This design comes from an exercise in tuning for small area, a short achievable clock period and few clock cycles on the open sky130 flow, not from production work. Only simulation tests tie the RTL to the original design; equivalence was not proved. Power figures rest on the tool's default switching activity, not on a simulated workload.

== before ==
Design steganography, start of the top module:
module steganography (
    input         sys_clk,
    input         reset,
    input         start,
    input         mode,
    input  [31:0] message_size,
    output        done,
    output [31:0] image_addra,
    input  [31:0] image_rddataa,
    output [31:0] secret_addra,
    input  [31:0] secret_rddataa,
    output [31:0] image_wrdatab,
    output [3:0]  image_web,
    output [31:0] image_addrb,
    output [31:0] secret_wrdatab,
    output [3:0]  secret_web,
    output [31:0] secret_addrb
);
Size in the first run: roughly 1400 cells after synthesis, roughly 12000 µm² of cells after synthesis.
export LEC_CHECK = 0
export ABC_AREA = 1
export CAP_MARGIN = 20
export CORE_MARGIN = 2
export CORE_UTILIZATION = 40
export SLEW_MARGIN = 20
create_clock -name core_clock -period 16.0 [get_ports {sys_clk}]
standard.sh (not shown) runs the stock make flow with config.mk's settings and CLKGATE_MAP_FILE= SYNTH_SCRIPT=/design/flow/synth_recipe.tcl, a recipe that flattens the netlist after the stock synthesis.
==> flow/flow/run.sh <==
#!/bin/bash
# Own flow: the standard synthesis; then the synthesized logic (not the
# registers, which keep their names and cells) is mapped again with ABC for
# area; then the standard layout, with buf_1 cells as the port buffers.
# Each tool's output goes to a log file here.
set -euo pipefail
W=$(pwd)
F=$W/flow
R=$W/orfs/results/$FLOW_PLATFORM/steganography/base
LIB=$FLOW_HOME/platforms/sky130hd/lib/sky130_fd_sc_hd__tt_025C_1v80.lib
export BUFFER_PORTS_ARGS="-buffer_cell sky130_fd_sc_hd__buf_1"
export SETUP_SLACK_MARGIN=11.6

# 1. standard synthesis
bash standard.sh synth > synth.log 2>&1
cp $R/1_2_yosys.v synth_standard.v

# 2. logic re-mapping
yosys -q -l cells.log -p "read_liberty -ignore_miss_func -ignore_miss_dir $LIB; write_verilog -noattr cells_all.v"
python3 $F/mkmap.py cells_all.v comb_map.v
DU=""
for c in $(cat $F/dont_use.txt); do DU="$DU -dont_use $c"; done
printf 'strash\n&get -n\n&deepsyn -T %s\n&put\ndch -f\n&get -n\n&nf -R 1000\n&put\ntopo\nstime -c\n' "${DEEPSYN_T:-120}" > remap.abc
yosys -l remap.log -p "
read_liberty -lib $LIB
read_verilog synth_standard.v
hierarchy -top $FLOW_TOP
techmap -map comb_map.v
techmap
opt -fast
abc -script $W/remap.abc -liberty $LIB $DU
opt_clean -purge
hilomap -singleton -hicell sky130_fd_sc_hd__conb_1 HI -locell sky130_fd_sc_hd__conb_1 LO
insbuf -buf sky130_fd_sc_hd__buf_4 A X
write_verilog -noattr -noexpr -nohex -nodec $W/remapped.v
stat -liberty $LIB
" > /dev/null
cp remapped.v $R/1_2_yosys.v

# 3. standard layout from the re-mapped netlist
bash standard.sh > layout.log 2>&1
Other scripts of this flow, unchanged in this note and not shown: flow/flow/dont_use.txt, flow/flow/mkmap.py
Testbench counts of before, summed over its fixed seeds: cycles 9,323.
Modified inputs, after compared to before
--- a/flow/flow/run.sh
+++ b/flow/flow/run.sh
@@ -11,4 +11,5 @@
 export BUFFER_PORTS_ARGS="-buffer_cell sky130_fd_sc_hd__buf_1"
 export SETUP_SLACK_MARGIN=11.6
+export CTS_ARGS="-sink_clustering_enable -repair_clock_nets -buf_list {sky130_fd_sc_hd__clkbuf_8 sky130_fd_sc_hd__clkbuf_16} -root_buf sky130_fd_sc_hd__clkbuf_16 -sink_clustering_size 24 -sink_clustering_max_diameter 120 -dont_use_dummy_load"
 
 # 1. standard synthesis
Notes after the runs:
- Between after and before, the difference in post-route clock period utilization is negligible.
- after reports a lower utilization after layout than before does.
- Between before and after, the flow reports total wire length decreasing slightly.
- Across both runs, number of vias after detailed routing was lower for after than for before.
- Summary of after over before: design area now sits lower, area growth from synthesis to final layout now sits lower, clock-buffer cell count now sits lower.
- From before to after the numbers moved as follows: met2 demand-to-capacity share in global routing was more or less identical, total number of nets in the final design went down, setup slack +0.020 ns, power share of the clock group shrank by 11 points.

---

== run 1 ==
Another version of the RTL of steganography (not shown whole).
Size in the first run: roughly 1600 cells after synthesis, ~12000 um2 of cells after synthesis.
==> flow/config.mk <==
export PLATFORM = sky130hd
export DESIGN_NAME = steganography
export DESIGN_NICKNAME = steganography
export VERILOG_FILES = /design/flow/design.v
export SDC_FILE = /design/flow/constraint.sdc
export NUM_CORES = 4
export LEC_CHECK = 0
export ABC_AREA = 1
export CAP_MARGIN = 20
export CORE_MARGIN = 2
export CORE_UTILIZATION = 40
export SLEW_MARGIN = 20
==> flow/constraint.sdc <==
create_clock -name core_clock -period 16.0 [get_ports {sys_clk}]
set_input_delay 3.2000 -clock core_clock [delete_from_list [all_inputs] [get_ports {sys_clk}]]
set_output_delay 3.2000 -clock core_clock [all_outputs]
set_load 0.01 [all_outputs]
==> flow/flow/run.sh <==
#!/bin/bash
# Own flow: the standard synthesis; then the synthesized logic (not the
# registers, which keep their names and cells) is mapped again with ABC for
# area; then the standard layout, with buf_1 cells as the port buffers.
# Each tool's output goes to a log file here.
set -euo pipefail
W=$(pwd)
F=$W/flow
R=$W/orfs/results/$FLOW_PLATFORM/steganography/base
LIB=$FLOW_HOME/platforms/sky130hd/lib/sky130_fd_sc_hd__tt_025C_1v80.lib
export BUFFER_PORTS_ARGS="-buffer_cell sky130_fd_sc_hd__buf_1"

# 1. standard synthesis
bash standard.sh synth > synth.log 2>&1
cp $R/1_2_yosys.v synth_standard.v

# 2. logic re-mapping
yosys -q -l cells.log -p "read_liberty -ignore_miss_func -ignore_miss_dir $LIB; write_verilog -noattr cells_all.v"
python3 $F/mkmap.py cells_all.v comb_map.v
DU=""
for c in $(cat $F/dont_use.txt); do DU="$DU -dont_use $c"; done
printf 'strash\n&get -n\n&deepsyn -T %s\n&put\ndch -f\nmap -a\ntopo\nstime -c\n' "${DEEPSYN_T:-120}" > remap.abc
yosys -l remap.log -p "
read_liberty -lib $LIB
read_verilog synth_standard.v
hierarchy -top $FLOW_TOP
techmap -map comb_map.v
techmap
opt -fast
abc -script $W/remap.abc -liberty $LIB $DU
opt_clean -purge
hilomap -singleton -hicell sky130_fd_sc_hd__conb_1 HI -locell sky130_fd_sc_hd__conb_1 LO
insbuf -buf sky130_fd_sc_hd__buf_4 A X
write_verilog -noattr -noexpr -nohex -nodec $W/remapped.v
stat -liberty $LIB
" > /dev/null
cp remapped.v $R/1_2_yosys.v

# 3. standard layout from the re-mapped netlist
bash standard.sh > layout.log 2>&1
Other scripts of this flow, unchanged in this note and not shown: flow/flow/dont_use.txt, flow/flow/mkmap.py
Testbench counts of run 1, summed over its fixed seeds: cycles 9,323.
--- input diff run 1..run 2 ---
--- a/flow/flow/run.sh
+++ b/flow/flow/run.sh
@@ -10,4 +10,5 @@
 LIB=$FLOW_HOME/platforms/sky130hd/lib/sky130_fd_sc_hd__tt_025C_1v80.lib
 export BUFFER_PORTS_ARGS="-buffer_cell sky130_fd_sc_hd__buf_1"
+export SETUP_SLACK_MARGIN=11.0
 
 # 1. standard synthesis
### Flow results
- Going from run 1 to run 2, worst setup slack now larger, first-iteration DRC count now larger, number of non-clock buffers in the layout now larger.
- Comparing run 1 with run 2, the tightest hold margin came out essentially unchanged.
- Total power consumption of the routed design delta (run 2 -> run 1): insignificant
- As far as total detailed-routing wirelength is concerned, run 1 and run 2 perform about the same.
- Diff run 1 -> run 2: layout overhead on the synthesized area went up; share of the cycle needed by the critical path after routing went down.
For run 3, these inputs were changed with respect to run 2:
--- a/flow/flow/run.sh
+++ b/flow/flow/run.sh
@@ -10,5 +10,5 @@
 LIB=$FLOW_HOME/platforms/sky130hd/lib/sky130_fd_sc_hd__tt_025C_1v80.lib
 export BUFFER_PORTS_ARGS="-buffer_cell sky130_fd_sc_hd__buf_1"
-export SETUP_SLACK_MARGIN=11.0
+export SETUP_SLACK_MARGIN=11.6
 
 # 1. standard synthesis
## What came out
Run 3 gives more final area than run 2 did. Run 2 → run 3: amount of wire on met3 after detailed routing went down about 5%, data required time at the worst endpoint went down 3.61 ns, setup slack went up 0.39 ns.

[separate check: timing with driven ports]
The flow's constraints put no driver on any port. The routed layouts listed below were extracted and timed again, unchanged, in two steps. Step 1 assumes that a clkbuf_16 drives the clock port and a buf_2 every other input. Step 2 times the ports against the registers' clock, not the clock port: input delays grow and output delays shrink by t, the midpoint of the rising clock arrivals with the driver on. Slacks: no drivers / after step 1 / after step 2; pairs: no drivers / after step 1.
run	t (ns)	setup slack, ns	hold WS [ns]	worst setup path after step 2	slew at the worst register clock pin (ns)
before	0.568	11.648 / 11.600 / 11.362	0.325 / 0.325 / 0.325	input to register	0.06 / 0.06
after	0.510	11.667 / 11.617 / 11.382	0.317 / 0.317 / 0.317	input to register	0.10 / 0.10
run 1	0.573	10.803 / 10.824 / 10.251	0.326 / 0.326 / 0.326	input to register	0.06 / 0.06
run 2	0.573	11.281 / 11.301 / 10.728	0.326 / 0.326 / 0.326	input to register	0.06 / 0.06
run 3	0.575	11.666 / 11.617 / 11.394	0.326 / 0.326 / 0.326	input to register	0.06 / 0.06
After both steps setup and hold are still met in every run listed. For run 2, which loses most, drivers alone change the setup slack by +0.020 ns; drivers and shift together by -0.553 ns.
